This design comes from an exercise in tuning for small area and a short achievable clock period on the open sky130 flow, not from production work. At most, simulation tests tie the RTL to the original design; equivalence was not proved. For runs 4 and 5, only the layout was checked, not whether the RTL still works. Power and IR drop assume default switching activity.

==> design/flow/design.v <==
module fp_normalizer (
  input  [24:0] mantissa_temp,
  input  [7:0]  exp1,
  input         flush,
  output [23:0] coarse_mantissa,
  output        fine_shift,
  output [7:0]  normalized_exp
);
  reg [4:0] zero_count;
  integer i;
  always @(*) begin
    zero_count = 5'd0;
    for (i = 0; i < 25; i = i + 1)
      if (mantissa_temp[i]) zero_count = 5'd24 - i;
  end
  wire [24:0] shifted = mantissa_temp << {zero_count[4:3] | {2{flush}}, zero_count[2:1], 1'b0};
  assign coarse_mantissa = shifted[23:0];
  assign fine_shift = zero_count[0];
  assign normalized_exp = exp1 - {3'b0, zero_count};
endmodule
module fp_add8(input [7:0] a, input [7:0] b, input cin, output [7:0] s, output cout);
  wire [8:0] g0, p0;
  assign g0[0] = cin; assign p0[0] = 1'b0;
  assign g0[8:1] = a & b; assign p0[8:1] = a ^ b;
  wire g_0 = g0[1] | (p0[1] & g0[0]);
  wire p_0 = p0[1] & p0[0];
  wire g_1 = g0[2] | (p0[2] & g0[1]);
  wire p_1 = p0[2] & p0[1];
  wire g_2 = g0[3] | (p0[3] & g0[2]);
  wire p_2 = p0[3] & p0[2];
  wire g_3 = g0[4] | (p0[4] & g0[3]);
  wire p_3 = p0[4] & p0[3];
  wire g_4 = g0[5] | (p0[5] & g0[4]);
  wire p_4 = p0[5] & p0[4];
  wire g_5 = g0[6] | (p0[6] & g0[5]);
  wire p_5 = p0[6] & p0[5];
  wire g_6 = g0[7] | (p0[7] & g0[6]);
  wire p_6 = p0[7] & p0[6];
  wire g_7 = g0[8] | (p0[8] & g0[7]);
  wire p_7 = p0[8] & p0[7];
  wire g_8 = g_1 | (p_1 & g0[0]);
  wire p_8 = p_1 & p0[0];
  wire g_9 = g_2 | (p_2 & g_0);
  wire p_9 = p_2 & p_0;
  wire g_10 = g_3 | (p_3 & g_1);
  wire p_10 = p_3 & p_1;
  wire g_11 = g_4 | (p_4 & g_2);
  wire p_11 = p_4 & p_2;
  wire g_12 = g_5 | (p_5 & g_3);
  wire p_12 = p_5 & p_3;
  wire g_13 = g_6 | (p_6 & g_4);
  wire p_13 = p_6 & p_4;
  wire g_14 = g_7 | (p_7 & g_5);
  wire p_14 = p_7 & p_5;
  wire g_15 = g_10 | (p_10 & g0[0]);
  wire p_15 = p_10 & p0[0];
  wire g_16 = g_11 | (p_11 & g_0);
  wire p_16 = p_11 & p_0;
  wire g_17 = g_12 | (p_12 & g_8);
  wire p_17 = p_12 & p_8;
  wire g_18 = g_13 | (p_13 & g_9);
  wire p_18 = p_13 & p_9;
  wire g_19 = g_14 | (p_14 & g_10);
  wire p_19 = p_14 & p_10;
  wire g_20 = g_19 | (p_19 & g0[0]);
  wire p_20 = p_19 & p0[0];
  assign s[0] = p0[1] ^ g0[0];
  assign s[1] = p0[2] ^ g_0;
  assign s[2] = p0[3] ^ g_8;
  assign s[3] = p0[4] ^ g_9;
  assign s[4] = p0[5] ^ g_15;
  assign s[5] = p0[6] ^ g_16;
  assign s[6] = p0[7] ^ g_17;
  assign s[7] = p0[8] ^ g_18;
  assign cout = g_20;
endmodule
module fp_cmp31(input [30:0] a, input [30:0] b, output ge, output ge_hi);
  wire [30:0] g0 = a & ~b;
  wire [30:0] p0 = a | ~b;
  wire g_0 = g0[1] | (p0[1] & g0[0]);
  wire p_0 = p0[1] & p0[0];
  wire g_1 = g0[3] | (p0[3] & g0[2]);
  wire p_1 = p0[3] & p0[2];
  wire g_2 = g0[5] | (p0[5] & g0[4]);
  wire p_2 = p0[5] & p0[4];
  wire g_3 = g0[7] | (p0[7] & g0[6]);
  wire p_3 = p0[7] & p0[6];
  wire g_4 = g0[9] | (p0[9] & g0[8]);
  wire p_4 = p0[9] & p0[8];
  wire g_5 = g0[11] | (p0[11] & g0[10]);
  wire p_5 = p0[11] & p0[10];
  wire g_6 = g0[13] | (p0[13] & g0[12]);
  wire p_6 = p0[13] & p0[12];
  wire g_7 = g0[15] | (p0[15] & g0[14]);
  wire p_7 = p0[15] & p0[14];
  wire g_8 = g0[17] | (p0[17] & g0[16]);
  wire p_8 = p0[17] & p0[16];
  wire g_9 = g0[19] | (p0[19] & g0[18]);
  wire p_9 = p0[19] & p0[18];
  wire g_10 = g0[21] | (p0[21] & g0[20]);
  wire p_10 = p0[21] & p0[20];
  wire g_11 = g_1 | (p_1 & g_0);
  wire p_11 = p_1 & p_0;
  wire g_12 = g_3 | (p_3 & g_2);
  wire p_12 = p_3 & p_2;
  wire g_13 = g_5 | (p_5 & g_4);
  wire p_13 = p_5 & p_4;
  wire g_14 = g_7 | (p_7 & g_6);
  wire p_14 = p_7 & p_6;
  wire g_15 = g_9 | (p_9 & g_8);
  wire p_15 = p_9 & p_8;
  wire g_16 = g0[22] | (p0[22] & g_10);
  wire p_16 = p0[22] & p_10;
  wire g_17 = g_12 | (p_12 & g_11);
  wire p_17 = p_12 & p_11;
  wire g_18 = g_14 | (p_14 & g_13);
  wire p_18 = p_14 & p_13;
  wire g_19 = g_16 | (p_16 & g_15);
  wire p_19 = p_16 & p_15;
  wire g_20 = g_18 | (p_18 & g_17);
  wire p_20 = p_18 & p_17;
  wire g_21 = g_19 | (p_19 & g_20);
  wire p_21 = p_19 & p_20;
  wire g_22 = g0[24] | (p0[24] & g0[23]);
  wire p_22 = p0[24] & p0[23];
  wire g_23 = g0[26] | (p0[26] & g0[25]);
  wire p_23 = p0[26] & p0[25];
  wire g_24 = g0[28] | (p0[28] & g0[27]);
  wire p_24 = p0[28] & p0[27];
  wire g_25 = g0[30] | (p0[30] & g0[29]);
  wire p_25 = p0[30] & p0[29];
  wire g_26 = g_23 | (p_23 & g_22);
  wire p_26 = p_23 & p_22;
  wire g_27 = g_25 | (p_25 & g_24);
  wire p_27 = p_25 & p_24;
  wire g_28 = g_27 | (p_27 & g_26);
  wire p_28 = p_27 & p_26;
  assign ge_hi = g_28 | p_28;
  assign ge = g_28 | (p_28 & (g_21 | p_21));
endmodule
module fp_add25(input [24:0] a, input [24:0] b, input cin, output [24:0] s, output cout);
  wire [25:0] g0, p0;
  assign g0[0] = cin; assign p0[0] = 1'b0;
  assign g0[25:1] = a & b; assign p0[25:1] = a ^ b;
  wire g_0 = g0[1] | (p0[1] & g0[0]);
  wire p_0 = p0[1] & p0[0];
  wire g_1 = g0[2] | (p0[2] & g0[1]);
  wire p_1 = p0[2] & p0[1];
  wire g_2 = g0[3] | (p0[3] & g0[2]);
  wire p_2 = p0[3] & p0[2];
  wire g_3 = g0[4] | (p0[4] & g0[3]);
  wire p_3 = p0[4] & p0[3];
  wire g_4 = g0[5] | (p0[5] & g0[4]);
  wire p_4 = p0[5] & p0[4];
  wire g_5 = g0[6] | (p0[6] & g0[5]);
  wire p_5 = p0[6] & p0[5];
  wire g_6 = g0[7] | (p0[7] & g0[6]);
  wire p_6 = p0[7] & p0[6];
  wire g_7 = g0[8] | (p0[8] & g0[7]);
  wire p_7 = p0[8] & p0[7];
  wire g_8 = g0[9] | (p0[9] & g0[8]);
  wire p_8 = p0[9] & p0[8];
  wire g_9 = g0[10] | (p0[10] & g0[9]);
  wire p_9 = p0[10] & p0[9];
  wire g_10 = g0[11] | (p0[11] & g0[10]);
  wire p_10 = p0[11] & p0[10];
  wire g_11 = g0[12] | (p0[12] & g0[11]);
  wire p_11 = p0[12] & p0[11];
  wire g_12 = g0[13] | (p0[13] & g0[12]);
  wire p_12 = p0[13] & p0[12];
  wire g_13 = g0[14] | (p0[14] & g0[13]);
  wire p_13 = p0[14] & p0[13];
  wire g_14 = g0[15] | (p0[15] & g0[14]);
  wire p_14 = p0[15] & p0[14];
  wire g_15 = g0[16] | (p0[16] & g0[15]);
  wire p_15 = p0[16] & p0[15];
  wire g_16 = g0[17] | (p0[17] & g0[16]);
  wire p_16 = p0[17] & p0[16];
  wire g_17 = g0[18] | (p0[18] & g0[17]);
  wire p_17 = p0[18] & p0[17];
  wire g_18 = g0[19] | (p0[19] & g0[18]);
  wire p_18 = p0[19] & p0[18];
  wire g_19 = g0[20] | (p0[20] & g0[19]);
  wire p_19 = p0[20] & p0[19];
  wire g_20 = g0[21] | (p0[21] & g0[20]);
  wire p_20 = p0[21] & p0[20];
  wire g_21 = g0[22] | (p0[22] & g0[21]);
  wire p_21 = p0[22] & p0[21];
  wire g_22 = g0[23] | (p0[23] & g0[22]);
  wire p_22 = p0[23] & p0[22];
  wire g_23 = g0[24] | (p0[24] & g0[23]);
  wire p_23 = p0[24] & p0[23];
  wire g_24 = g0[25] | (p0[25] & g0[24]);
  wire p_24 = p0[25] & p0[24];
  wire g_25 = g_1 | (p_1 & g0[0]);
  wire p_25 = p_1 & p0[0];
  wire g_26 = g_2 | (p_2 & g_0);
  wire p_26 = p_2 & p_0;
  wire g_27 = g_3 | (p_3 & g_1);
  wire p_27 = p_3 & p_1;
  wire g_28 = g_4 | (p_4 & g_2);
  wire p_28 = p_4 & p_2;
  wire g_29 = g_5 | (p_5 & g_3);
  wire p_29 = p_5 & p_3;
  wire g_30 = g_6 | (p_6 & g_4);
  wire p_30 = p_6 & p_4;
  wire g_31 = g_7 | (p_7 & g_5);
  wire p_31 = p_7 & p_5;
  wire g_32 = g_8 | (p_8 & g_6);
  wire p_32 = p_8 & p_6;
  wire g_33 = g_9 | (p_9 & g_7);
  wire p_33 = p_9 & p_7;
  wire g_34 = g_10 | (p_10 & g_8);
  wire p_34 = p_10 & p_8;
  wire g_35 = g_11 | (p_11 & g_9);
  wire p_35 = p_11 & p_9;
  wire g_36 = g_12 | (p_12 & g_10);
  wire p_36 = p_12 & p_10;
  wire g_37 = g_13 | (p_13 & g_11);
  wire p_37 = p_13 & p_11;
  wire g_38 = g_14 | (p_14 & g_12);
  wire p_38 = p_14 & p_12;
  wire g_39 = g_15 | (p_15 & g_13);
  wire p_39 = p_15 & p_13;
  wire g_40 = g_16 | (p_16 & g_14);
  wire p_40 = p_16 & p_14;
  wire g_41 = g_17 | (p_17 & g_15);
  wire p_41 = p_17 & p_15;
  wire g_42 = g_18 | (p_18 & g_16);
  wire p_42 = p_18 & p_16;
  wire g_43 = g_19 | (p_19 & g_17);
  wire p_43 = p_19 & p_17;
  wire g_44 = g_20 | (p_20 & g_18);
  wire p_44 = p_20 & p_18;
  wire g_45 = g_21 | (p_21 & g_19);
  wire p_45 = p_21 & p_19;
  wire g_46 = g_22 | (p_22 & g_20);
  wire p_46 = p_22 & p_20;
  wire g_47 = g_23 | (p_23 & g_21);
  wire p_47 = p_23 & p_21;
  wire g_48 = g_24 | (p_24 & g_22);
  wire p_48 = p_24 & p_22;
  wire g_49 = g_27 | (p_27 & g0[0]);
  wire p_49 = p_27 & p0[0];
  wire g_50 = g_28 | (p_28 & g_0);
  wire p_50 = p_28 & p_0;
  wire g_51 = g_29 | (p_29 & g_25);
  wire p_51 = p_29 & p_25;
  wire g_52 = g_30 | (p_30 & g_26);
  wire p_52 = p_30 & p_26;
  wire g_53 = g_31 | (p_31 & g_27);
  wire p_53 = p_31 & p_27;
  wire g_54 = g_32 | (p_32 & g_28);
  wire p_54 = p_32 & p_28;
  wire g_55 = g_33 | (p_33 & g_29);
  wire p_55 = p_33 & p_29;
  wire g_56 = g_34 | (p_34 & g_30);
  wire p_56 = p_34 & p_30;
  wire g_57 = g_35 | (p_35 & g_31);
  wire p_57 = p_35 & p_31;
  wire g_58 = g_36 | (p_36 & g_32);
  wire p_58 = p_36 & p_32;
  wire g_59 = g_37 | (p_37 & g_33);
  wire p_59 = p_37 & p_33;
  wire g_60 = g_38 | (p_38 & g_34);
  wire p_60 = p_38 & p_34;
  wire g_61 = g_39 | (p_39 & g_35);
  wire p_61 = p_39 & p_35;
  wire g_62 = g_40 | (p_40 & g_36);
  wire p_62 = p_40 & p_36;
  wire g_63 = g_41 | (p_41 & g_37);
  wire p_63 = p_41 & p_37;
  wire g_64 = g_42 | (p_42 & g_38);
  wire p_64 = p_42 & p_38;
  wire g_65 = g_43 | (p_43 & g_39);
  wire p_65 = p_43 & p_39;
  wire g_66 = g_44 | (p_44 & g_40);
  wire p_66 = p_44 & p_40;
  wire g_67 = g_45 | (p_45 & g_41);
  wire p_67 = p_45 & p_41;
  wire g_68 = g_46 | (p_46 & g_42);
  wire p_68 = p_46 & p_42;
  wire g_69 = g_47 | (p_47 & g_43);
  wire p_69 = p_47 & p_43;
  wire g_70 = g_48 | (p_48 & g_44);
  wire p_70 = p_48 & p_44;
  wire g_71 = g_53 | (p_53 & g0[0]);
  wire p_71 = p_53 & p0[0];
  wire g_72 = g_54 | (p_54 & g_0);
  wire p_72 = p_54 & p_0;
  wire g_73 = g_55 | (p_55 & g_25);
  wire p_73 = p_55 & p_25;
  wire g_74 = g_56 | (p_56 & g_26);
  wire p_74 = p_56 & p_26;
  wire g_75 = g_57 | (p_57 & g_49);
  wire p_75 = p_57 & p_49;
  wire g_76 = g_58 | (p_58 & g_50);
  wire p_76 = p_58 & p_50;
  wire g_77 = g_59 | (p_59 & g_51);
  wire p_77 = p_59 & p_51;
  wire g_78 = g_60 | (p_60 & g_52);
  wire p_78 = p_60 & p_52;
  wire g_79 = g_61 | (p_61 & g_53);
  wire p_79 = p_61 & p_53;
  wire g_80 = g_62 | (p_62 & g_54);
  wire p_80 = p_62 & p_54;
  wire g_81 = g_63 | (p_63 & g_55);
  wire p_81 = p_63 & p_55;
  wire g_82 = g_64 | (p_64 & g_56);
  wire p_82 = p_64 & p_56;
  wire g_83 = g_65 | (p_65 & g_57);
  wire p_83 = p_65 & p_57;
  wire g_84 = g_66 | (p_66 & g_58);
  wire p_84 = p_66 & p_58;
  wire g_85 = g_67 | (p_67 & g_59);
  wire p_85 = p_67 & p_59;
  wire g_86 = g_68 | (p_68 & g_60);
  wire p_86 = p_68 & p_60;
  wire g_87 = g_69 | (p_69 & g_61);
  wire p_87 = p_69 & p_61;
  wire g_88 = g_70 | (p_70 & g_62);
  wire p_88 = p_70 & p_62;
  wire g_89 = g_79 | (p_79 & g0[0]);
  wire p_89 = p_79 & p0[0];
  wire g_90 = g_80 | (p_80 & g_0);
  wire p_90 = p_80 & p_0;
  wire g_91 = g_81 | (p_81 & g_25);
  wire p_91 = p_81 & p_25;
  wire g_92 = g_82 | (p_82 & g_26);
  wire p_92 = p_82 & p_26;
  wire g_93 = g_83 | (p_83 & g_49);
  wire p_93 = p_83 & p_49;
  wire g_94 = g_84 | (p_84 & g_50);
  wire p_94 = p_84 & p_50;
  wire g_95 = g_85 | (p_85 & g_51);
  wire p_95 = p_85 & p_51;
  wire g_96 = g_86 | (p_86 & g_52);
  wire p_96 = p_86 & p_52;
  wire g_97 = g_87 | (p_87 & g_71);
  wire p_97 = p_87 & p_71;
  wire g_98 = g_88 | (p_88 & g_72);
  wire p_98 = p_88 & p_72;
  assign s[0] = p0[1] ^ g0[0];
  assign s[1] = p0[2] ^ g_0;
  assign s[2] = p0[3] ^ g_25;
  assign s[3] = p0[4] ^ g_26;
  assign s[4] = p0[5] ^ g_49;
  assign s[5] = p0[6] ^ g_50;
  assign s[6] = p0[7] ^ g_51;
  assign s[7] = p0[8] ^ g_52;
  assign s[8] = p0[9] ^ g_71;
  assign s[9] = p0[10] ^ g_72;
  assign s[10] = p0[11] ^ g_73;
  assign s[11] = p0[12] ^ g_74;
  assign s[12] = p0[13] ^ g_75;
  assign s[13] = p0[14] ^ g_76;
  assign s[14] = p0[15] ^ g_77;
  assign s[15] = p0[16] ^ g_78;
  assign s[16] = p0[17] ^ g_89;
  assign s[17] = p0[18] ^ g_90;
  assign s[18] = p0[19] ^ g_91;
  assign s[19] = p0[20] ^ g_92;
  assign s[20] = p0[21] ^ g_93;
  assign s[21] = p0[22] ^ g_94;
  assign s[22] = p0[23] ^ g_95;
  assign s[23] = p0[24] ^ g_96;
  assign s[24] = p0[25] ^ g_97;
  assign cout = g_98;
endmodule
module fpadd_pipelined (input clk,
                        input reset,
                        input [31:0] reg_A,
                        input [31:0] reg_B,
                        output [31:0] out);
  localparam FINE = 3;
  localparam DSEL = 0;
  localparam [7:0] EXP_ADJ = 8'd1;
  wire [7:0] ea = reg_A[30:23];
  wire [7:0] eb = reg_B[30:23];
  wire [7:0] dab, dba;
  wire cab, cba;
  fp_add8 sub_ab(.a(ea), .b(~eb), .cin(1'b1), .s(dab), .cout(cab));
  fp_add8 sub_ba(.a(eb), .b(~ea), .cin(1'b1), .s(dba), .cout(cba));
  wire a_ge_b, exp_ge;
  fp_cmp31 cmp_ab(.a(reg_A[30:0]), .b(reg_B[30:0]), .ge(a_ge_b), .ge_hi(exp_ge));
  wire [7:0] d = exp_ge ? dab : dba;
  wire [4:0] s = d[4:0];
  wire big = |d[7:5];
  wire [7:0] d_hi = exp_le ? dba : dab;
  wire exp_le = cba;
  wire [22:0] fmn = a_ge_b ? reg_B[22:0] : reg_A[22:0];
  wire [23:0] m0 = {1'b1, fmn} >> {s[4:FINE], {FINE{1'b0}}};
  reg        s0_sign, s0_sub, s0_valid;
  reg [7:0]  s0_exp;
  reg [22:0] s0_fmx;
  reg [23:0] s0_m;
  reg [FINE-1:0] s0_shift;
  reg        s0_big;
  reg [FINE-1:0] s0_shift_hi;
  reg        s0_big_hi;
  always @(posedge clk or posedge reset)
    if (reset) s0_valid <= 1'b0;
    else       s0_valid <= 1'b1;
  always @(posedge clk) begin
    s0_sign  <= a_ge_b ? reg_A[31] : reg_B[31];
    s0_sub   <= reg_A[31] ^ reg_B[31];
    s0_exp   <= a_ge_b ? ea : eb;
    s0_fmx   <= a_ge_b ? reg_A[22:0] : reg_B[22:0];
    s0_m     <= m0;
    s0_shift <= s[FINE-1:0];
    s0_big   <= big;
    s0_shift_hi <= d_hi[FINE-1:0];
    s0_big_hi <= |d_hi[7:5];
  end
  wire [23:0] m_lo = s0_m >> s0_shift;
  wire [23:0] m_hi = s0_m >> s0_shift_hi;
  wire [23:0] m_sh = {m_hi[23:12], m_lo[11:0]};
  wire [23:0] m = m_sh & {{12{~s0_big_hi}}, {12{~s0_big}}};
  wire [24:0] t;
  wire t_cout;
  fp_add25 add_t(.a({2'b01, s0_fmx}), .b({s0_sub, m ^ {24{s0_sub}}}), .cin(s0_sub),
                 .s(t), .cout(t_cout));
  reg        s1_sign, s1_valid, s1_ezero;
  reg [7:0]  s1_exp1;
  reg [24:0] s1_t;
  always @(posedge clk or posedge reset)
    if (reset) s1_valid <= 1'b0;
    else       s1_valid <= s0_valid;
  always @(posedge clk) begin
    s1_sign  <= s0_sign;
    s1_exp1  <= s0_exp + EXP_ADJ;
    s1_ezero <= ~|s0_exp;
    s1_t     <= t;
  end
  wire [23:0] coarse;
  wire        fine;
  wire [7:0]  nexp;
  fp_normalizer fp_normalizer(.mantissa_temp(s1_t),
                              .exp1(s1_exp1),
                              .coarse_mantissa(coarse),
                              .fine_shift(fine),
                              .flush(~s1_valid),
                              .normalized_exp(nexp));
  wire low_zero = ~|s1_t[23:0];
  wire res_zero = low_zero & (~s1_t[24] | (~s1_sign & s1_ezero));
  wire se_zero  = ~s1_valid | res_zero;
  reg        r2_sign, r2_fine;
  reg [7:0]  r2_exp;
  reg [23:0] r2_man;
  always @(posedge clk or posedge reset)
    if (reset) begin
      r2_sign <= 1'b0;
      r2_exp  <= 8'b0;
      r2_man  <= 24'b0;
      r2_fine <= 1'b0;
    end else begin
      r2_sign <= se_zero ? 1'b0 : s1_sign;
      r2_exp  <= se_zero ? 8'b0 : nexp;
      r2_man  <= coarse;
      r2_fine <= fine;
    end
  wire [22:0] frac = r2_fine ? r2_man[22:0] : r2_man[23:1];
  assign out = {r2_sign, r2_exp, frac};
endmodule
==> design/flow/flow/run.sh <==
#!/bin/bash
# Standard layout (standard.sh) with the smallest buffer on the ports and
# no CTS dummy loads.
bash standard.sh \
  "BUFFER_PORTS_ARGS=-buffer_cell sky130_fd_sc_hd__buf_1" \
  "CTS_ARGS=-sink_clustering_enable -repair_clock_nets -dont_use_dummy_load -buf_list {sky130_fd_sc_hd__clkbuf_4 sky130_fd_sc_hd__clkbuf_8}" SKIP_GATE_CLONING=1 \
  finish > standard.log 2>&1
==> design/flow/standard.sh <==
#!/bin/bash
# synth_recipe.tcl (not shown) runs the flow's synth.tcl, then flattens the netlist and writes it again
# the make line also repeats each setting of config.mk as NAME=value (left out here)
make -C /OpenROAD-flow-scripts/flow DESIGN_CONFIG=/design/flow/config.mk WORK_HOME=/design/flow/orfs CLKGATE_MAP_FILE= SYNTH_SCRIPT=/design/flow/synth_recipe.tcl "${@:-finish}"
==> design/flow/config.mk <==
export PLATFORM = sky130hd
export DESIGN_NAME = fpadd_pipelined
export DESIGN_NICKNAME = fpadd_pipelined
export VERILOG_FILES = /design/flow/design.v
export SDC_FILE = /design/flow/constraint.sdc
export NUM_CORES = 4
export LEC_CHECK = 0
export ABC_AREA = 1
export CAP_MARGIN = 20
export CORE_MARGIN = 2
export CORE_UTILIZATION = 40
export SETUP_SLACK_MARGIN = 3.0
export SLEW_MARGIN = 20
export TNS_END_PERCENT = 10
==> design/flow/constraint.sdc <==
create_clock -name core_clock -period 6.5 [get_ports {clk}]
set_input_delay 1.3000 -clock core_clock [delete_from_list [all_inputs] [get_ports {clk}]]
set_output_delay 1.3000 -clock core_clock [all_outputs]
set_load 0.01 [all_outputs]
==> summary.txt, run 1 <==
* Post-synth EDFFs at 0
* Total gr overflow at 0
* Initial antenna violation count at 1
* Number of setup violations in the final report at 0
* Max stage delay cell, worst path: buf_4
* Rel. slew slack at 55.7%
* Die Area at 0.0241 mm²
* Setup TNS at 0 ns
* Seq cells post-synth at 135
* Hold crit path type: reg2reg
* Place WS at roughly 2.7 ns
* Adder-Cell Fraction of Synth Area at under 10%
* Inserted Clock Buffers at 17
* Clk sink count at 135
* Most common cell in the netlist: nand2_1
* Pin count of the biggest net entering global routing at 78
* Total global routing track utilization at approximately a fifth
* Mean post-synth cell area at slightly below 7 µm²
* Initial Util at between 40% and 50%
* Register area share after synthesis at roughly a third
* Yosys warnings at 2
* Asr flop ratio synth at 26.7%
* Reg clk slew, reported paths at 0.07 ns
* Area of the multi-input gates at 0.00538 mm²
* Critical Path End Type: flop
* Die Wd at 155 µm
* Crit share post-route at 51.1%
* Row count at 55
* DP HPWL at 19800 µm
* Ports at 98
* Vias per cell at 5.05
* Clk Latency, worst-skew pair at between 0.4 and 0.5 ns
* Setup slack after layout at 3.18 ns
* Post-CTS Hold Fix Bufs at 0
* Complex-gate fraction of the synthesized area at 19.7%
* Fillcell total at 2429
* Max frequency at 0.301 GHz
* PwrDens at 386 mW/mm²
* Antenna Nets Post-Route at 0
* IO Port Bufs at 97
* Final hold violations at 0
* First-pass GRT wire length at 38800 µm
* DRC Markers at 0
* Largest family of logic cells by synthesized area: simple AND/OR/NAND/NOR gates
* Most frequent cells after synthesis: 352 x nand2_1, 163 x inv_1, 117 x o21ai_0, 100 x nor2_1, 99 x dfxtp_1
* Period minus WS final at 3.32 ns
* Crit-path cells: buf_1 > inv_1 > ha_1 > inv_1 > fa_1 > o21a_1 > o21a_2 > nand2_2 > buf_4 > o21ai_0 > o211ai_1
* GPL Wtd Cong at 0.907
* Ant diodes at 0
* Drt first-iter violations at 466
* CP required at 6.85 ns
* Cell count after synthesis at 1346
* CP top delay family: compound AO/OA/AOI/OAI gates
* Unrepaired setup endpoints after global routing: true
* Max-cap violations at 0
* Avg WL per Cell at 14.3 µm
* Skew final at 0.0299 ns
* TritonCTS clock tree: done
* Area Overhead vs Synth at 9.12%
* Most frequent CP cell: inv_1
* Post-synth top area share at 21.7%
* VDD IR max at between 0.1 and 0.15 mV
* Max Root-Sink Buffers at 2
* Core Region at 0.0226 mm²
* Register area at 0.00289 mm²
* Nets at 1539
* Buf/Inv on CP at 4
* Share of layout cells above drive strength 1 at around 5.7%
* Drt pass-1 iters at 5
* Status: complete, no violations
* Syn nets at approximately 1500
* CP Max Fanout at 77
* CP startpoint kind: input pin
* Leading area contributor after synthesis: dfxtp_1
* Most used DFF post-synth: dfxtp_1
* XOR/XNOR Fraction of Synth Area at 6.03%
* Post-synth design cell area at 0.00915 mm²
* Number of global-route vias before repair at ~7900
* Via count at 8618
* Mux contribution to synthesized area at 0.998%
* Clk root buf: clkbuf_8
* Final max-slew violation count at 0
* CP Class: in2reg
* Leakage power figure at 0.00478 µW
* Simple-Gate Fraction of Synth Area at between 20% and 30%
* Synth unique cells at between 40 and 50
* Most area-consuming cells after synthesis: dfxtp_1 22%, nand2_1 14%, dfrtp_1 9.8%, inv_1 6.7%, o21ai_0 6.4%
* Slew @ Worst Pin at 0.660 ns
* H-tree levels at 4
* Largest stage delay, worst path at 0.51 ns
* Routed wire length at ~24000 µm
* Die height at 155 µm
* Data arrival, critical path at roughly 3.7 ns
[area by class of cell]
class / count / share of cell area (%)
Sequential cell: 135 / 29.0
Inverter: 174 / 6.66
Clock buffer: 17 / 2.34
Timing Repair Buffer: 107 / 4.56
Multi-Input combinational cell: 989 / 53.9
Tap cell: 285 / 3.57
[logic make-up after synthesis]
group | count (synthesis)
other | 1
AOI/OAI and AO/OA | 317
buffers and inverters | 222
DFF | 135
muxes | 9
and+or+nand+nor | 550
adders and majority gates | 49
xor gates and xnor gates | 63
[metal layers]
layer / part of all wire, % / wire length (µm) / GRT usage (%)
met1: 46 / 11200 / 25.6
met2: 47 / 11600 / 34.1
met3: 4.4 / 1070 / 3.59
met4: 2.2 / 534 / 7.08
met5: 0.029 / 7 / 0
[state kept, by name, summed over array words and instances (netlist names), 2 cells and up]
signal and flops:
s1_t 25, s0_shift_hi 3, s0_m 24, s0_shift 2, s1_exp1 8, r2_exp 8, s0_fmx 23, s0_exp 8
r2_man 24
[where the power goes]
group / switching, µW / internal, µW
Combinational: 1340 / 718
Clock: 272 / 230
Sequential: 214 / 1090
[layout by cell type, fill, tap and decap left out, drive strengths merged]
cell | synthesis | final
o21a | 6 | 6
or2 | 5 | 5
nand3 | 49 | 49
o221ai | 2 | 2
conb | 1 | 1
a211oi | 4 | 4
mux2i | 8 | 8
a221oi | 2 | 2
ha | 46 | 46
nor3 | 12 | 12
dfrtp | 36 | 36
o221a | 1 | 1
mux2 | 1 | 1
fa | 3 | 3
o211ai | 29 | 29
clkbuf | 19 | 17
dfxtp | 99 | 99
a31oi | 4 | 4
nor3b | 3 | 3
buf | 29 | 107
a21oi | 82 | 82
nor4 | 5 | 5
inv | 174 | 172
o21ai | 162 | 162
nor2 | 103 | 103
and3 | 1 | 1
nand2 | 364 | 364
o21bai | 2 | 2
o22ai | 21 | 21
xnor2 | 10 | 10
xor2 | 53 | 53
clkinvlp | 0 | 2
o211a | 1 | 1
nand4 | 8 | 8
o31ai | 1 | 1
[worst reg2reg max path: cells and delay by family, from the launching register on]
| family | cells | cell delay [ns] |
|---|---|---|
| adders and majority gates | 1 | 0.32 |
| AOI/OAI and AO/OA | 7 | 1.12 |
| xor gates and xnor gates | 2 | 0.31 |
| buffers and inverters | 2 | 0.38 |
| and+or+nand+nor | 6 | 0.56 |
| DFF | 1 | 0.46 |
[worst paths after layout]
kind	startpoint	endpoint	slack, ns	cells after the start
worst max-delay path	reg_B[23]	s0_m[2]	3.18	11
worst min-delay path	s0_sign	s1_sign	0.34	0
worst max register to register	s0_shift[1]	s1_t[20]	3.25	18
worst min register to register	s0_sign	s1_sign	0.34	0
max in group asynchronous	reset	r2_fine	5.25	3
min in group asynchronous	reset	r2_man[20]	0.92	3
[timing repair]
| action | in CTS | in global routing |
|---|---|---|
| resized for setup | 3 | 15 |
| pin swaps | 0 | 1 |
| buffers inserted | 0 | 7 |
| setup endpoints to repair | 11 | 17 |
[stage by stage]
stage | area [µm²] | hold slack (ns) | util [%] | std cells | total power, µW
after detailed placement | 9640 | 0.315 | 42.7 | 1683 | 3340
after floorplan | 9150 | 0.310 | - | 1346 | 2820
after global placement | 9640 | 0.312 | 42.7 | 1683 | 3330
after CTS | 9880 | 0.338 | 43.8 | 1700 | 3850
after global routing | 9990 | 0.343 | 44.3 | 1707 | 4220
final | 9990 | 0.336 | 44.3 | 1707 | 3860
==> run 2: changes to the inputs <==
==> design/flow/flow/run.sh (replaced) <==
#!/bin/bash
# Standard layout (standard.sh) with the smallest buffer on the ports and
# no CTS dummy loads.
bash standard.sh \
  "BUFFER_PORTS_ARGS=-buffer_cell sky130_fd_sc_hd__buf_1" \
  "CTS_ARGS=-sink_clustering_enable -repair_clock_nets -dont_use_dummy_load -buf_list sky130_fd_sc_hd__clkbuf_4 -root_buf sky130_fd_sc_hd__clkbuf_8 -sink_buffer_max_cap_derate 0.6" \
  finish > standard.log 2>&1
==> summary.txt, run 2 <==
* Total gr overflow at 0 (unchanged)
* Post-synth design cell area at 0.00915 mm² (unchanged)
* Highest routed layer: met4 (was met5)
* First-pass GRT wire length at 38800 µm (about the same)
* Drt first-iter violations at 423 (was 466)
* Die Wd at 155 µm (unchanged)
* Rel. slew slack at 53.9% (was 55.7%)
* Largest stage delay, worst path at 0.51 ns (about the same)
* Metal3 WL at 948 µm (was 1070 µm)
* DRC Markers at 0 (unchanged)
* H-tree levels at 4 (unchanged)
* Setup slack after layout at 3.17 ns (was 3.18 ns)
* Ports at 98 (unchanged)
* Crit-path cells: buf_1 > inv_1 > ha_1 > inv_1 > fa_1 > o21a_1 > o21a_2 > nand2_2 > buf_4 > o21ai_0 > o211ai_1 (unchanged)
* Most area-consuming cells after synthesis: dfxtp_1 22%, nand2_1 14%, dfrtp_1 9.8%, inv_1 6.7%, o21ai_0 6.4% (unchanged)
* Routed length on met1 at 11300 µm (was 11200 µm)
* Crit share post-route at 51.2% (was 51.1%)
* Row count at 55 (unchanged)
* Final max-slew violation count at 0 (unchanged)
* Clk sink count at 135 (unchanged)
* Inserted Clock Buffers at 17 (unchanged)
* Clk root buf: clkbuf_8 (unchanged)
* Number of flip-flops in the largest register at 25 (unchanged)
* Hold slack at 0.351 ns (was 0.336 ns)
* Post-synth top area share at 21.7% (unchanged)
* CP required at 6.84 ns (was 6.85 ns)
* Final hold violations at 0 (unchanged)
* Die Area at 0.0241 mm² (unchanged)
* GPL Wtd Cong at 0.907 (unchanged)
* Max frequency at 0.300 GHz (was 0.301 GHz)
* Status: complete, no violations (unchanged)
* Seq cells post-synth at 135 (unchanged)
* Setup TNS at 0 ns (unchanged)
* Hold crit path type: reg2reg (unchanged)
* Drt pass-1 iters at 4 (was 5)
* CP startpoint kind: input pin (unchanged)
* Cell count after synthesis at 1346 (unchanged)
* Most frequent cells in the layout: 352 x nand2_1, 161 x inv_1, 115 x o21ai_0 (unchanged)
* Syn nets at 1461 (unchanged)
* Mean post-synth cell area at 6.80 µm² (unchanged)
* Fin cells at 1703 (was 1707)
* CP Class: in2reg (unchanged)
* VDD IR max at 0.110 mV (was 0.122 mV)
* Max Root-Sink Buffers at 2 (unchanged)
* Share of layout cells above drive strength 1 at 5.50% (was 5.70%)
* TritonCTS clock tree: done (unchanged)
* Most common cell after layout, fill and taps aside: nand2_1 (unchanged)
* Critical Path End Type: flop (unchanged)
* Max-cap violations at 0 (unchanged)
* Leading area contributor after synthesis: dfxtp_1 (unchanged)
* CP Max Fanout at 77 (unchanged)
* Post-synth EDFFs at 0 (unchanged)
* IO Port Bufs at 97 (unchanged)
* Clk Latency, worst-skew pair at 0.43 ns (was 0.44 ns)
* Pin count of the biggest net entering global routing at 78 (unchanged)
* Leakage power figure at 0.00471 µW (was 0.00478 µW)
* Max stage delay cell, worst path: buf_4 (unchanged)
* Die height at 155 µm (unchanged)
* Antenna Nets Post-Route at 0 (unchanged)
* Met2 wire length at 11600 µm (about the same)
* Number of global-route vias before repair at 7907 (was 7915)
* Data arrival, critical path at 3.67 ns (was 3.66 ns)
* Avg WL per Cell at 14.3 µm (about the same)
* Number of setup violations in the final report at 0 (unchanged)
* Area Overhead vs Synth at 7.50% (was 9.12%)
* Total global routing track utilization at 20.1% (about the same)
* Biggest regs: s1_t (25), r2_man (24), s0_m (24) (unchanged)
* DP HPWL at 19800 µm (unchanged)
* Slew @ Worst Pin at 0.687 ns (was 0.660 ns)
* Most common cell in the netlist: nand2_1 (unchanged)
* Most frequent cells after synthesis: 352 x nand2_1, 163 x inv_1, 117 x o21ai_0, 100 x nor2_1, 99 x dfxtp_1 (unchanged)
* Fillcell total at 2440 (was 2429)
* Vias per cell at 5.02 (was 5.05)
* Unrepaired setup endpoints after global routing: true (unchanged)
* Initial Util at 40.6% (unchanged)
* Layout Utilization at 43.6% (was 44.3%)
* Asr flop ratio synth at 26.7% (unchanged)
* Most frequent CP cell: inv_1 (unchanged)
* Skew final at 0.0410 ns (was 0.0299 ns)
* Most flop-heavy register: s1_t (unchanged)
* PwrDens at 379 mW/mm² (was 386 mW/mm²)
* Yosys warnings at 2 (unchanged)
* Placed Instances at 1683 (unchanged)
* Ant diodes at 0 (unchanged)
* Reg clk slew, reported paths at 0.11 ns (was 0.07 ns)
* Most used DFF post-synth: dfxtp_1 (unchanged)
* Register area share after synthesis at 31.5% (unchanged)
* Core Region at 0.0226 mm² (unchanged)
* Initial antenna violation count at 0 (was 1)
* Nets at 1535 (was 1539)
* Period minus WS final at 3.33 ns (was 3.32 ns)
* Via count at 8546 (was 8618)
* Routed wire length at 24300 µm (was 24400 µm)
* Synth unique cells at 48 (unchanged)
* Place WS at 2.68 ns (unchanged)
* Post-CTS Hold Fix Bufs at 0 (unchanged)
==> run 2: cells by family after synthesis <==
family / Yosys count / synth area share, %
and+or+nand+nor: 550 / 24.8
AOI/OAI and AO/OA: 317 / 19.7
buffers and inverters: 222 / 9.98
DFF: 135 / 31.5
xor gates and xnor gates: 63 / 6.03
adders and majority gates: 49 / 6.94
muxes: 9 / 0.998
other: 1 / 0.0410
==> run 2: critical path: cells and delay by family <==
kind / cells / cell delay, ns
and+or+nand+nor: 1 / 0.08
buffers and inverters: 4 / 0.76
adders and majority gates: 2 / 0.59
AOI/OAI and AO/OA: 4 / 0.91
==> run 2: timing repair <==
item	CTS	global route
resized for setup	3	17
gates cloned	0	1
setup endpoints to repair	11	17
pin swaps	0	1
buffers inserted	0	2
==> run 2: final timing paths <==
path / from / to / slack, ns / cells past startpoint
worst max-delay path: reg_B[23] / s0_m[2] / 3.17 / 11
worst min-delay path: s0_sign / s1_sign / 0.35 / 0
worst max register to register: s0_shift_hi[0] / s1_t[20] / 3.25 / 21
worst min register to register: s0_sign / s1_sign / 0.35 / 0
max in group asynchronous: reset / r2_sign / 5.24 / 3
min in group asynchronous: reset / r2_man[20] / 0.92 / 3
==> run 2: report_power, final <==
part / internal [µW] / switching, µW / total [µW] / leakage [µW]
combinational: 710 / 1330 / 2040 / 0.00334
sequential: 1090 / 213 / 1300 / 0.00129
clock: 128 / 258 / 386 / 0.0000808
==> run 2: routing by layer <==
metal  vias up  GRT usage (%)
li1       4519              -
met1      3763           25.8
met2       223           34.5
met3        41           3.31
met4         0           6.12
met5         -              0
==> run 2: final cells by class <==
cell class                      instances  area, µm²  area share [%]
Sequential cell                       135       2890            29.4
Multi-Input combinational cell        989       5380            54.7
Timing Repair inverter                  1       7.51          0.0763
Clock buffer                           17        134            1.36
Inverter                              174        666            6.76
Timing Repair Buffer                  102        399            4.06
Tap cell                              285        357            3.62
==> run 2: stage by stage <==
stage,power [µW],cell area (µm²)
after floorplan,2820,9150
after global placement,3330,9640
after detailed placement,3340,9640
after CTS,3730,9780
after global routing,4090,9840
final,3730,9840
==> run 3: changes to the inputs <==
==> design/flow/flow/run.sh (replaced) <==
#!/bin/bash
# Standard layout (standard.sh) with the smallest buffer on the ports and
# no CTS dummy loads.
bash standard.sh \
  "BUFFER_PORTS_ARGS=-buffer_cell sky130_fd_sc_hd__buf_1" \
  "CTS_ARGS=-sink_clustering_enable -repair_clock_nets -dont_use_dummy_load -buf_list sky130_fd_sc_hd__clkbuf_4 -root_buf sky130_fd_sc_hd__clkbuf_8 -sink_buffer_max_cap_derate 0.4" \
  finish > standard.log 2>&1
==> summary.txt, run 3 <==
* Die Wd at 155 µm (unchanged)
* Most used DFF post-synth: dfxtp_1 (unchanged)
* Synth unique cells at 48 (unchanged)
* Worst r2r src: s0_shift_hi[0] (unchanged)
* Cell count after synthesis at 1346 (unchanged)
* Number of global-route vias before repair at 7907 (unchanged)
* Fillcell total at 2440 (unchanged)
* Status: complete, no violations (unchanged)
* Worst min-delay path startpoint: s0_sign (unchanged)
* Die Area at 0.0241 mm² (unchanged)
* Share of layout cells above drive strength 1 at 5.50% (unchanged)
* Ant diodes at 0 (unchanged)
* Pin count of the biggest net entering global routing at 78 (unchanged)
* CP Class: in2reg (unchanged)
* Antenna Nets Post-Route at 0 (unchanged)
* Crit-path cells: buf_1 > inv_1 > ha_1 > inv_1 > fa_1 > o21a_1 > o21a_2 > nand2_2 > buf_4 > o21ai_0 > o211ai_1 (unchanged)
* DRC Markers at 0 (unchanged)
* Via count at 8546 (unchanged)
* DP HPWL at 19800 µm (unchanged)
* Clk Latency, worst-skew pair at 0.43 ns (about the same)
* Buf/Inv on CP at 4 (unchanged)
* First-pass GRT wire length at 38800 µm (unchanged)
* Worst hold stages at 0 (unchanged)
* Largest stage delay, worst path at 0.51 ns (about the same)
* Most frequent cells after synthesis: 352 x nand2_1, 163 x inv_1, 117 x o21ai_0, 100 x nor2_1, 99 x dfxtp_1 (unchanged)
* Nets at 1535 (unchanged)
* Number of flip-flops in the largest register at 25 (unchanged)
* Biggest regs: s1_t (25), r2_man (24), s0_m (24) (unchanged)
* Max stage delay cell, worst path: buf_4 (unchanged)
* Area Overhead vs Synth at 7.50% (unchanged)
* Most frequent CP cell: inv_1 (unchanged)
* Reg clk slew, reported paths at 0.11 ns (about the same)
* Most flop-heavy register: s1_t (unchanged)
* Avg WL per Cell at 14.3 µm (unchanged)
* VDD IR max at 0.110 mV (unchanged)
* Area of the multi-input gates at 0.00538 mm² (unchanged)
* Total gr overflow at 0 (unchanged)
* Layout Utilization at 43.6% (unchanged)
* Die height at 155 µm (unchanged)
* Most common cell in the netlist: nand2_1 (unchanged)
* Unrepaired setup endpoints after global routing: true (unchanged)
* Most common cell after layout, fill and taps aside: nand2_1 (unchanged)
* Post-CTS Hold Fix Bufs at 0 (unchanged)
* Post-synth EDFFs at 0 (unchanged)
* CP required at 6.84 ns (about the same)
* Post-synth top area share at 21.7% (unchanged)
* Core Region at 0.0226 mm² (unchanged)
* Hold crit path type: reg2reg (unchanged)
* Most frequent cells in the layout: 352 x nand2_1, 161 x inv_1, 115 x o21ai_0 (unchanged)
* Skew final at 0.0410 ns (unchanged)
* Data arrival, critical path at 3.67 ns (about the same)
* CP startpoint kind: input pin (unchanged)
* FF-to-FF End: s1_t[20] (unchanged)
* GPL Wtd Cong at 0.907 (unchanged)
* Critical Path End Type: flop (unchanged)
* Total global routing track utilization at 20.1% (unchanged)
* Mean post-synth cell area at 6.80 µm² (unchanged)
* Setup TNS at 0 ns (unchanged)
* Asr flop ratio synth at 26.7% (unchanged)
* Period minus WS final at 3.33 ns (unchanged)
* TritonCTS clock tree: done (unchanged)
* Max Root-Sink Buffers at 2 (unchanged)
* CP top delay family: compound AO/OA/AOI/OAI gates (unchanged)
* Drt pass-1 iters at 4 (unchanged)
* PwrDens at 379 mW/mm² (unchanged)
* Initial Util at 40.6% (unchanged)
* Number of setup violations in the final report at 0 (unchanged)
* Syn nets at 1461 (unchanged)
* CP Max Fanout at 77 (unchanged)
* Max frequency at 0.300 GHz (unchanged)
* Clk sink count at 135 (unchanged)
* FF-to-FF setup slack at 3.25 ns (about the same)
* Routed wire length at 24300 µm (unchanged)
* Row count at 55 (unchanged)
* Crit share post-route at 51.2% (unchanged)
* WHS Endpoint: s1_sign (unchanged)
* Initial antenna violation count at 0 (unchanged)
* Seq cells post-synth at 135 (unchanged)
* IO Port Bufs at 97 (unchanged)
* Inserted Clock Buffers at 17 (unchanged)
* Clk root buf: clkbuf_8 (unchanged)
* Slew @ Worst Pin at 0.687 ns (unchanged)
* Max-cap violations at 0 (unchanged)
* Ports at 98 (unchanged)
* Final max-slew violation count at 0 (unchanged)
* Leakage power figure at 0.00471 µW (unchanged)
* Most area-consuming cells after synthesis: dfxtp_1 22%, nand2_1 14%, dfrtp_1 9.8%, inv_1 6.7%, o21ai_0 6.4% (unchanged)
* Final hold violations at 0 (unchanged)
* Post-synth design cell area at 0.00915 mm² (unchanged)
* Register area at 0.00289 mm² (unchanged)
* Cells on worst reg2reg path at 21 (unchanged)
* Register area share after synthesis at 31.5% (unchanged)
* H-tree levels at 4 (unchanged)
* Leading area contributor after synthesis: dfxtp_1 (unchanged)
* Yosys warnings at 2 (unchanged)
* Vias per cell at 5.02 (unchanged)
* Rel. slew slack at 53.9% (unchanged)
* Drt first-iter violations at 423 (unchanged)
run 3: cell counts after synthesis:
Identical to the previous run, type by type.
run 3: metal layers:
| metal | up-vias | global-route usage [%] | part of all wire [%] |
|---|---|---|---|
| met5 | - | 0 | 0 |
| met2 | 223 | 34.5 | 48 |
| li1 | 4519 | - | - |
| met4 | 0 | 6.12 | 1.9 |
| met3 | 41 | 3.31 | 3.9 |
| met1 | 3763 | 25.8 | 47 |
run 3: cells by family after synthesis:
group / after synthesis / share of synthesized area, %
AO/OA/AOI/OAI: 317 / 19.7
buffers and inverters: 222 / 9.98
XOR/XNOR: 63 / 6.03
other: 1 / 0.0410
multiplexers: 9 / 0.998
flip-flops: 135 / 31.5
adder cells (fa/ha/maj): 49 / 6.94
AND/OR/NAND/NOR: 550 / 24.8
run 3: through the flow:
stage	total power (µW)	hold slack [ns]	setup slack [ns]	std cells	area, µm²
2_1_floorplan	2820	0.310	3.28	1346	9150
3_3_place_gp	3330	0.312	2.64	1683	9640
3_5_place_dp	3340	0.315	2.68	1683	9640
4_1_cts	3730	0.350	2.99	1700	9780
5_1_grt	4090	0.354	2.92	1703	9840
6_report	3730	0.351	3.17	1703	9840
run 3: cell type report:
type	instances	share of cell area (%)
inverters	174	6.76
repair buffers	102	4.06
flip-flops and latches	135	29.4
clock buffers	17	1.36
well taps	285	3.62
repair inverters	1	0.0763
multi-input cells	989	54.7
run 3: where the power goes:
group | internal [µW] | switching, µW | total, µW
clock network | 128 | 258 | 386
registers | 1090 | 213 | 1300
logic | 710 | 1330 | 2040
total | 1930 | 1800 | 3730
run 3: timing repair:
action / in CTS / in global routing
pin swaps: 0 / 1
gates cloned: 0 / 1
setup endpoints to repair: 11 / 17
resized for setup: 3 / 17
setup buffers: 0 / 2
endpoints found under the hold margin: 0 / 0
run 3: how the worst max path moves through the flow:
stage | start | end | cells past startpoint
6_report | reg_B[23] | s0_m[2] | 11
5_1_grt | s1_t[2] | r2_exp[6] | 33
4_1_cts | s0_shift_hi[0] | s1_t[20] | 21
3_5_place_dp | s0_shift_hi[0] | s1_t[20] | 21
3_3_place_gp | reg_B[23] | s0_big_hi | 12
2_1_floorplan | reg_A[23] | s0_big_hi | 12
==> run 4: changes to the inputs <==
--- a/design/flow/design.v
+++ b/design/flow/design.v
@@ -3,4 +3,5 @@
   input  [7:0]  exp1,
   input         flush,
+  output        exp_borrow,
   output [23:0] coarse_mantissa,
   output        fine_shift,
@@ -17,5 +18,7 @@
   assign coarse_mantissa = shifted[23:0];
   assign fine_shift = zero_count[0];
-  assign normalized_exp = exp1 - {3'b0, zero_count};
+  wire [5:0] exp_lo = {1'b0, exp1[4:0]} - {1'b0, zero_count};
+  assign normalized_exp = {exp1[7:5], exp_lo[4:0]};
+  assign exp_borrow = exp_lo[5];
 endmodule
 module fp_add8(input [7:0] a, input [7:0] b, input cin, output [7:0] s, output cout);
@@ -436,4 +439,5 @@
   wire        fine;
   wire [7:0]  nexp;
+  wire        nexp_b;
   fp_normalizer fp_normalizer(.mantissa_temp(s1_t),
                               .exp1(s1_exp1),
@@ -441,4 +445,5 @@
                               .fine_shift(fine),
                               .flush(~s1_valid),
+                              .exp_borrow(nexp_b),
                               .normalized_exp(nexp));
   wire low_zero = ~|s1_t[23:0];
@@ -447,4 +452,5 @@
   reg        r2_sign, r2_fine;
   reg [7:0]  r2_exp;
+  reg        r2_eb;   
   reg [23:0] r2_man;
   always @(posedge clk or posedge reset)
@@ -452,4 +458,5 @@
       r2_sign <= 1'b0;
       r2_exp  <= 8'b0;
+      r2_eb   <= 1'b0;
       r2_man  <= 24'b0;
       r2_fine <= 1'b0;
@@ -457,8 +464,9 @@
       r2_sign <= se_zero ? 1'b0 : s1_sign;
       r2_exp  <= se_zero ? 8'b0 : nexp;
+      r2_eb   <= se_zero ? 1'b0 : nexp_b;
       r2_man  <= coarse;
       r2_fine <= fine;
     end
   wire [22:0] frac = r2_fine ? r2_man[22:0] : r2_man[23:1];
-  assign out = {r2_sign, r2_exp, frac};
+  assign out = {r2_sign, r2_exp[7:5] - {2'b0, r2_eb}, r2_exp[4:0], frac};
 endmodule
==> design/flow/flow/run.sh (replaced) <==
#!/bin/bash
# Standard layout (standard.sh) with the smallest buffer on the ports and
# no CTS dummy loads.
bash standard.sh \
  "BUFFER_PORTS_ARGS=-buffer_cell sky130_fd_sc_hd__buf_1" \
  "CTS_ARGS=-sink_clustering_enable -repair_clock_nets -dont_use_dummy_load -buf_list {sky130_fd_sc_hd__clkbuf_4 sky130_fd_sc_hd__clkbuf_8}" \
  finish > standard.log 2>&1
==> summary.txt, run 4 <==
* Status: complete, no violations (unchanged)
* Final hold violations at 0 (unchanged)
* Number of flip-flops in the largest register at 25 (unchanged)
* Most common cell in the netlist: nand2_1 (unchanged)
* Register area share after synthesis at 31.6% (was 31.5%)
* Most used DFF post-synth: dfxtp_1 (unchanged)
* Via count at 8532 (was 8546)
* Clk sink count at 136 (was 135)
* Die Area at 0.0242 mm² (was 0.0241 mm²)
* Period minus WS final at 3.37 ns (was 3.33 ns)
* Total gr overflow at 0 (unchanged)
* Rel. slew slack at 45.2% (was 53.9%)
* Initial antenna violation count at 0 (unchanged)
* Worst hold stages at 0 (unchanged)
* Post-synth EDFFs at 0 (unchanged)
* Die Wd at 156 µm (was 155 µm)
* Power Total at 3880 µW (was 3730 µW)
* Total global routing track utilization at 18.8% (was 20.1%)
* Slew @ Worst Pin at 0.819 ns (was 0.687 ns)
* PwrDens at 387 mW/mm² (was 379 mW/mm²)
* Routed wire length at 22900 µm (was 24300 µm)
* Ant diodes at 0 (unchanged)
* Nets at 1540 (was 1535)
* CP required at 6.86 ns (was 6.84 ns)
* Max-cap violations at 0 (unchanged)
* Die height at 156 µm (was 155 µm)
* CP startpoint kind: input pin (unchanged)
* Leakage power figure at 0.00480 µW (was 0.00471 µW)
* Most common cell after layout, fill and taps aside: nand2_1 (unchanged)
* Setup slack after layout at 3.13 ns (was 3.17 ns)
* Post-CTS Hold Fix Bufs at 0 (unchanged)
* First-pass GRT wire length at 36900 µm (was 38800 µm)
* Avg WL per Cell at 13.4 µm (was 14.3 µm)
* Most frequent CP cell: nor2_1 (was inv_1)
* Final max-slew violation count at 0 (unchanged)
* Inserted Clock Buffers at 17 (unchanged)
* Initial Util at 40.7% (was 40.6%)
* Mean post-synth cell area at 6.82 µm² (was 6.80 µm²)
* Hold crit path type: reg2reg (unchanged)
* Number of setup violations in the final report at 0 (unchanged)
* Setup TNS at 0 ns (unchanged)
* Max stage delay cell, worst path: fa_1 (was buf_4)
* Skew final at 0.0355 ns (was 0.0410 ns)
* IO Port Bufs at 97 (unchanged)
* Area Overhead vs Synth at 9.12% (was 7.50%)
* Most frequent cells in the layout: 325 x nand2_1, 164 x inv_1, 117 x o21ai_0 (was 352 x nand2_1, 161 x inv_1, 115 x o21ai_0)
* Data arrival, critical path at 3.73 ns (was 3.67 ns)
* Max Root-Sink Buffers at 2 (unchanged)
* Max frequency at 0.296 GHz (was 0.300 GHz)
* Most area-consuming cells after synthesis: dfxtp_1 22%, nand2_1 13%, dfrtp_1 10%, inv_1 6.8%, o21ai_0 6.6% (was dfxtp_1 22%, nand2_1 14%, dfrtp_1 9.8%, inv_1 6.7%, o21ai_0 6.4%)
* Largest stage delay, worst path at 0.46 ns (was 0.51 ns)
* Critical Path End Type: flop (unchanged)
* Antenna Nets Post-Route at 0 (unchanged)
* Most frequent cells after synthesis: 325 x nand2_1, 166 x inv_1, 121 x o21ai_0, 100 x nor2_1, 99 x dfxtp_1 (was 352 x nand2_1, 163 x inv_1, 117 x o21ai_0, 100 x nor2_1, 99 x dfxtp_1)
* Syn nets at 1465 (was 1461)
* Drt pass-1 iters at 5 (was 4)
* Cells on worst reg2reg path at 15 (was 21)
* Synth unique cells at 52 (was 48)
* Fin cells at 1706 (was 1703)
* DP HPWL at 18500 µm (was 19800 µm)
* Core Region at 0.0226 mm² (unchanged)
* Row count at 55 (unchanged)
* Yosys warnings at 2 (unchanged)
* Unrepaired setup endpoints after global routing: true (unchanged)
* Reg clk slew, reported paths at 0.08 ns (was 0.11 ns)
* Cell count after synthesis at 1348 (was 1346)
* Asr flop ratio synth at 27.2% (was 26.7%)
* Post-synth top area share at 21.6% (was 21.7%)
* Place WS at 2.12 ns (was 2.68 ns)
* Post-synth design cell area at 0.00919 mm² (was 0.00915 mm²)
* Drt first-iter violations at 464 (was 423)
* DRC Markers at 0 (unchanged)
* Pin count of the biggest net entering global routing at 69 (was 78)
* Number of global-route vias before repair at 7835 (was 7907)
* Crit-path cells: buf_1 > inv_1 > fa_1 > nor2_1 > nor2_1 > nor2_1 > o21ai_1 > o211a_1 > nand2_2 > o21ai_1 > nand2_1 > inv_1 > nor2_4 > buf_12 > o211ai_1 > o211ai_1 (was buf_1 > inv_1 > ha_1 > inv_1 > fa_1 > o21a_1 > o21a_2 > nand2_2 > buf_4 > o21ai_0 > o211ai_1)
* Clk root buf: clkbuf_8 (unchanged)
* Clk Latency, worst-skew pair at 0.43 ns (about the same)
* FF-to-FF setup slack at 3.28 ns (was 3.25 ns)
* Seq cells post-synth at 136 (was 135)
* Leading area contributor after synthesis: dfxtp_1 (unchanged)
* GPL Wtd Cong at 0.880 (was 0.907)
* VDD IR max at 0.133 mV (was 0.110 mV)
* TritonCTS clock tree: done (unchanged)
* H-tree levels at 4 (unchanged)
* Placed Instances at 1683 (unchanged)
* CP Class: in2reg (unchanged)
* Most flop-heavy register: s1_t (unchanged)
* Biggest regs: s1_t (25), r2_man (24), s0_m (24) (unchanged)
* CP Max Fanout at 9 (was 77)
* Share of layout cells above drive strength 1 at 4.93% (was 5.50%)
* Crit share post-route at 51.9% (was 51.2%)
* Vias per cell at 5.00 (was 5.02)
* Ports at 98 (unchanged)
==> run 4: changes by cell type in the layout (fill, tap and decap cells not counted), moves of 16 or more <==
cell,before,now
clkbuf_4,16,0
clkbuf_8,1,17
nand2_1,352,325
nand3_1,48,94
o21ai_1,39,19
==> run 4: stage by stage <==
stage / instance area [µm²] / hold WS [ns] / utilization (%)
2_1_floorplan: 9190 / 0.310 / -
3_3_place_gp: 9670 / 0.313 / 42.8
3_5_place_dp: 9670 / 0.313 / 42.8
4_1_cts: 9920 / 0.327 / 43.9
5_1_grt: 10000 / 0.358 / 44.4
6_report: 10000 / 0.328 / 44.4
==> run 4: final timing paths <==
| path | from | endpoint |
|---|---|---|
| worst max register to register | s0_shift[1] | s1_t[20] |
| worst min-delay path | s0_sign | s1_sign |
| min in group asynchronous | reset | r2_exp[3] |
| worst max-delay path | reg_A[24] | s0_m[4] |
| worst min register to register | s0_sign | s1_sign |
| max in group asynchronous | reset | r2_fine |
==> run 4: critical path, delay by kind of cell <==
| kind | cells | cell delay (ns) |
|---|---|---|
| AOI/OAI and AO/OA | 5 | 0.66 |
| adders and majority gates | 1 | 0.46 |
| buffers and inverters | 4 | 0.55 |
| and+or+nand+nor | 6 | 0.74 |
==> run 4: cell type report <==
cell class	instances	area (µm²)
fill	2411	12500
inverter	173	658
timing repair buffer	107	455
clock buffer	17	234
sequential	136	2920
multi-input combinational	988	5410
tap	285	357
==> run 4: power breakdown <==
part,switching (µW),internal [µW],total (µW)
logic,1340,730,2070
registers,213,1110,1320
clock network,258,230,488
==> run 4: repair_timing <==
| action | in CTS | in global routing |
|---|---|---|
| endpoints found under the hold margin | 0 | 0 |
| gates resized for setup | 5 | 18 |
| setup endpoints to repair | 34 | 31 |
| setup buffers | 0 | 5 |
| pin swaps | 0 | 2 |
| cloned | 0 | 1 |
==> run 4: per-layer routing <==
metal  share of wire, %  GRT usage, %
met1                 46          23.3
met2                 49          33.6
met3                3.7          2.89
met4                1.6          5.64
met5                  0             0
==> run 4: kinds of logic (layout without fill, tap and decap cells) <==
logic type | Yosys count | in the layout | share of synthesized area, %
compound gates | 303 | 303 | 18.9
xor+xnor | 62 | 62 | 5.91
fa+ha+maj | 51 | 51 | 7.19
buf+inv | 225 | 297 | 10.1
flops | 136 | 136 | 31.6
mux | 5 | 5 | 0.558
other cells | 1 | 1 | 0.0408
simple gates | 565 | 566 | 25.6
==> run 5: changes to the inputs <==
--- a/design/flow/design.v
+++ b/design/flow/design.v
@@ -3,5 +3,4 @@
   input  [7:0]  exp1,
   input         flush,
-  output        exp_borrow,
   output [23:0] coarse_mantissa,
   output        fine_shift,
@@ -18,7 +17,5 @@
   assign coarse_mantissa = shifted[23:0];
   assign fine_shift = zero_count[0];
-  wire [5:0] exp_lo = {1'b0, exp1[4:0]} - {1'b0, zero_count};
-  assign normalized_exp = {exp1[7:5], exp_lo[4:0]};
-  assign exp_borrow = exp_lo[5];
+  assign normalized_exp = exp1 - {3'b0, zero_count};
 endmodule
 module fp_add8(input [7:0] a, input [7:0] b, input cin, output [7:0] s, output cout);
@@ -439,5 +436,4 @@
   wire        fine;
   wire [7:0]  nexp;
-  wire        nexp_b;
   fp_normalizer fp_normalizer(.mantissa_temp(s1_t),
                               .exp1(s1_exp1),
@@ -445,28 +441,16 @@
                               .fine_shift(fine),
                               .flush(~s1_valid),
-                              .exp_borrow(nexp_b),
                               .normalized_exp(nexp));
   wire low_zero = ~|s1_t[23:0];
   wire res_zero = low_zero & (~s1_t[24] | (~s1_sign & s1_ezero));
   wire se_zero  = ~s1_valid | res_zero;
-  reg        r2_sign, r2_fine;
-  reg [7:0]  r2_exp;
-  reg        r2_eb;   
-  reg [23:0] r2_man;
+  wire [22:0] frac = fine ? coarse[22:0] : coarse[23:1];
+  reg [31:0] out_r;
   always @(posedge clk or posedge reset)
-    if (reset) begin
-      r2_sign <= 1'b0;
-      r2_exp  <= 8'b0;
-      r2_eb   <= 1'b0;
-      r2_man  <= 24'b0;
-      r2_fine <= 1'b0;
-    end else begin
-      r2_sign <= se_zero ? 1'b0 : s1_sign;
-      r2_exp  <= se_zero ? 8'b0 : nexp;
-      r2_eb   <= se_zero ? 1'b0 : nexp_b;
-      r2_man  <= coarse;
-      r2_fine <= fine;
+    if (reset) out_r <= 32'b0;
+    else begin
+      out_r[31:23] <= se_zero ? 9'b0 : {s1_sign, nexp};
+      out_r[22:0]  <= frac;
     end
-  wire [22:0] frac = r2_fine ? r2_man[22:0] : r2_man[23:1];
-  assign out = {r2_sign, r2_exp[7:5] - {2'b0, r2_eb}, r2_exp[4:0], frac};
+  assign out = out_r;
 endmodule
==> summary.txt, run 5 <==
* Mean post-synth cell area at 6.76 µm² (was 6.82 µm²)
* Power Total at 4260 µW (was 3880 µW)
* Most flop-heavy register: out_r (was s1_t)
* Skew final at 0.0336 ns (was 0.0355 ns)
* Final hold violations at 0 (unchanged)
* Hold crit path type: reg2reg (unchanged)
* Yosys warnings at 2 (unchanged)
* Largest stage delay, worst path at 0.38 ns (was 0.46 ns)
* IO Port Bufs at 97 (unchanged)
* Area Overhead vs Synth at 10.9% (was 9.12%)
* Max Root-Sink Buffers at 2 (unchanged)
* PwrDens at 416 mW/mm² (was 387 mW/mm²)
* GPL Wtd Cong at 0.921 (was 0.880)
* Area post-placement at 0.00972 mm² (was 0.00967 mm²)
* Most used DFF post-synth: dfxtp_1 (unchanged)
* Pin count of the biggest net entering global routing at 69 (unchanged)
* Ant diodes at 0 (unchanged)
* CP Max Fanout at 9 (unchanged)
* Layout Utilization at 45.2% (was 44.4%)
* H-tree levels at 4 (unchanged)
* TritonCTS clock tree: done (unchanged)
* Seq cells post-synth at 133 (was 136)
* Nets at 1570 (was 1540)
* First-pass GRT wire length at 37600 µm (was 36900 µm)
* Syn nets at 1481 (was 1465)
* Ports at 98 (unchanged)
* Synth unique cells at 57 (was 52)
* Max stage delay cell, worst path: fa_1 (unchanged)
* Rel. slew slack at 44.5% (was 45.2%)
* Post-CTS Hold Fix Bufs at 0 (unchanged)
* Placed Instances at 1704 (was 1683)
* Register area share after synthesis at 30.7% (was 31.6%)
* Drt pass-1 iters at 8 (was 5)
* Design area at 0.0102 mm² (was 0.0100 mm²)
* Largest family of logic cells by synthesized area: simple AND/OR/NAND/NOR gates (unchanged)
* Final max-slew violation count at 0 (unchanged)
* Reg clk slew, reported paths at 0.08 ns (about the same)
* Clk root buf: clkbuf_8 (unchanged)
* Status: complete, no violations (unchanged)
* CP startpoint kind: input pin (unchanged)
* Total global routing track utilization at 19.1% (was 18.8%)
* Drt first-iter violations at 419 (was 464)
* Post-synth EDFFs at 0 (unchanged)
* Data arrival, critical path at 3.79 ns (was 3.73 ns)
* Most common cell in the netlist: nand2_1 (unchanged)
* Unrepaired setup endpoints after global routing: true (unchanged)
* Most area-consuming cells after synthesis: dfxtp_1 21%, nand2_1 16%, dfrtp_1 9.2%, nand3_1 7.7%, ha_1 6.2% (was dfxtp_1 22%, nand2_1 13%, dfrtp_1 10%, inv_1 6.8%, o21ai_0 6.6%)
* Simple-Gate Fraction of Synth Area at 30.9% (was 25.6%)
* Adder-Cell Fraction of Synth Area at 6.88% (was 7.19%)
* Total gr overflow at 0 (unchanged)
* Complex-gate fraction of the synthesized area at 15.8% (was 18.9%)
* Number of setup violations in the final report at 0 (unchanged)
* Setup TNS at 0 ns (unchanged)
* Biggest regs: out_r (32), s1_t (25), s0_m (24) (was s1_t (25), r2_man (24), s0_m (24))
* Inserted Clock Buffers at 17 (unchanged)
* Fillcell total at 2367 (was 2411)
* Vias per cell at 5.02 (was 5.00)
* Row count at 55 (unchanged)
* Clk Latency, worst-skew pair at 0.46 ns (was 0.43 ns)
* Area of the multi-input gates at 0.00568 mm² (was 0.00541 mm²)
* Die Wd at 156 µm (about the same)
* Crit-path cells: buf_1 > inv_1 > ha_1 > inv_1 > fa_1 > o21ai_1 > a31oi_4 > nand2_4 > mux2i_2 > xor2_4 > nand2_1 > inv_1 > nand3_1 > nand3_1 (was buf_1 > inv_1 > fa_1 > nor2_1 > nor2_1 > nor2_1 > o21ai_1 > o211a_1 > nand2_2 > o21ai_1 > nand2_1 > inv_1 > nor2_4 > buf_12 > o211ai_1 > o211ai_1)
* Die Area at 0.0243 mm² (was 0.0242 mm²)
* Most frequent CP cell: inv_1 (was nor2_1)
* Cell count after synthesis at 1366 (was 1348)
* Post-synth design cell area at 0.00924 mm² (was 0.00919 mm²)
* Via count at 8733 (was 8532)
* Period minus WS final at 3.39 ns (was 3.37 ns)
* XOR/XNOR Fraction of Synth Area at 5.95% (was 5.91%)
* Initial Util at 40.8% (was 40.7%)
* Most frequent cells in the layout: 396 x nand2_1, 141 x nand3_1, 135 x inv_1 (was 325 x nand2_1, 164 x inv_1, 117 x o21ai_0)
* Avg WL per Cell at 13.1 µm (was 13.4 µm)
* Most frequent cells after synthesis: 401 x nand2_1, 142 x nand3_1, 137 x inv_1, 99 x dfxtp_1, 98 x o21ai_0 (was 325 x nand2_1, 166 x inv_1, 121 x o21ai_0, 100 x nor2_1, 99 x dfxtp_1)
* Crit share post-route at 52.2% (was 51.9%)
* Max-cap violations at 0 (unchanged)
* Clk sink count at 133 (was 136)
* CP Class: in2reg (unchanged)
* Max frequency at 0.295 GHz (was 0.296 GHz)
* Asr flop ratio synth at 25.6% (was 27.2%)
* DRC Markers at 0 (unchanged)
* Post-synth top area share at 21.5% (was 21.6%)
* CP required at 6.90 ns (was 6.86 ns)
* Number of flip-flops in the largest register at 32 (was 25)
* Initial antenna violation count at 0 (unchanged)
* Routed wire length at 22800 µm (was 22900 µm)
* Share of layout cells above drive strength 1 at 8.12% (was 4.93%)
* Leading area contributor after synthesis: dfxtp_1 (unchanged)
* Antenna Nets Post-Route at 0 (unchanged)
* Core Region at 0.0226 mm² (about the same)
* DP HPWL at 18200 µm (was 18500 µm)
* Number of global-route vias before repair at 8055 (was 7835)
* VDD IR max at 0.119 mV (was 0.133 mV)
* Slew @ Worst Pin at 0.827 ns (was 0.819 ns)
* Mux contribution to synthesized area at 0.515% (was 0.558%)
* Fin cells at 1738 (was 1706)
* Most common cell after layout, fill and taps aside: nand2_1 (unchanged)
* Leakage power figure at 0.00501 µW (was 0.00480 µW)
* Critical Path End Type: flop (unchanged)
* Die height at 156 µm (about the same)
* Register area at 0.00284 mm² (was 0.00292 mm²)
* FF-to-FF setup slack at 3.28 ns (about the same)
## run 5: area by class of cell
cell class	instances	share of cell area, %
multi-input cells	1032	55.5
repair buffers	117	5.30
well taps	285	3.48
inverters	154	5.72
clock buffers	17	2.28
flip-flops and latches	133	27.8
## run 5: cell families after synthesis
family / Yosys count
multiplexers: 4
XOR/XNOR: 61
flip-flops: 133
AO/OA/AOI/OAI: 237
adder cells (fa/ha/maj): 49
AND/OR/NAND/NOR: 678
buffers and inverters: 203
other: 1
## run 5: per-stage QoR
| stage | hold WS, ns | setup slack (ns) |
|---|---|---|
| 3_5_place_dp | 0.320 | 2.16 |
| 4_1_cts | 0.317 | 2.94 |
| 6_report | 0.316 | 3.11 |
| 2_1_floorplan | 0.310 | 3.05 |
| 3_3_place_gp | 0.315 | 2.27 |
| 5_1_grt | 0.318 | 2.89 |
## run 5: routing by layer
layer	vias up	part of all wire, %	wire length, µm	GRT usage (%)
li1	4628	-	-	-
met1	3886	46	10500	23.7
met2	189	48	10900	33.2
met3	30	3.5	801	2.97
met4	0	2.5	574	7.21
met5	-	0	0	0
## run 5: final timing paths
| path | end | cells past startpoint | start |
|---|---|---|---|
| worst min-delay path | s1_sign | 0 | s0_sign |
| worst min register to register | s1_sign | 0 | s0_sign |
| max in group asynchronous | out_r[15] | 3 | reset |
| worst max register to register | s1_t[16] | 22 | s0_shift_hi[0] |
| min in group asynchronous | out_r[31] | 3 | reset |
| worst max-delay path | s0_m[5] | 14 | reg_B[23] |
## run 5: repair_timing
item	in CTS	in global routing
pin swaps	0	8
resized for setup	7	36
endpoints found under the setup margin	26	41
cloned	0	2
setup buffers	0	15
## run 5: report_power, final
group          switching, µW  internal, µW  leakage (µW)
Sequential               168          1110       0.00127
Clock                    266           229      0.000122
Combinational           1600           881       0.00362
Total                   2040          2220       0.00501
## run 5: critical path, delay by kind of cell
| family | cells | cell delay [ns] |
|---|---|---|
| AO/OA/AOI/OAI | 2 | 0.37 |
| XOR/XNOR | 1 | 0.29 |
| adder cells (fa/ha/maj) | 2 | 0.55 |
| buffers and inverters | 4 | 0.39 |
| multiplexers | 1 | 0.34 |
| AND/OR/NAND/NOR | 4 | 0.54 |

Re-timed with assumed drivers on the ports (clkbuf_16 on the clock, buf_2 on other inputs), run 5 has 3.121 ns of setup slack against 3.106 ns with ideal ports, and 2.643 ns once port delays also move by the mid clock arrival of 0.478 ns.
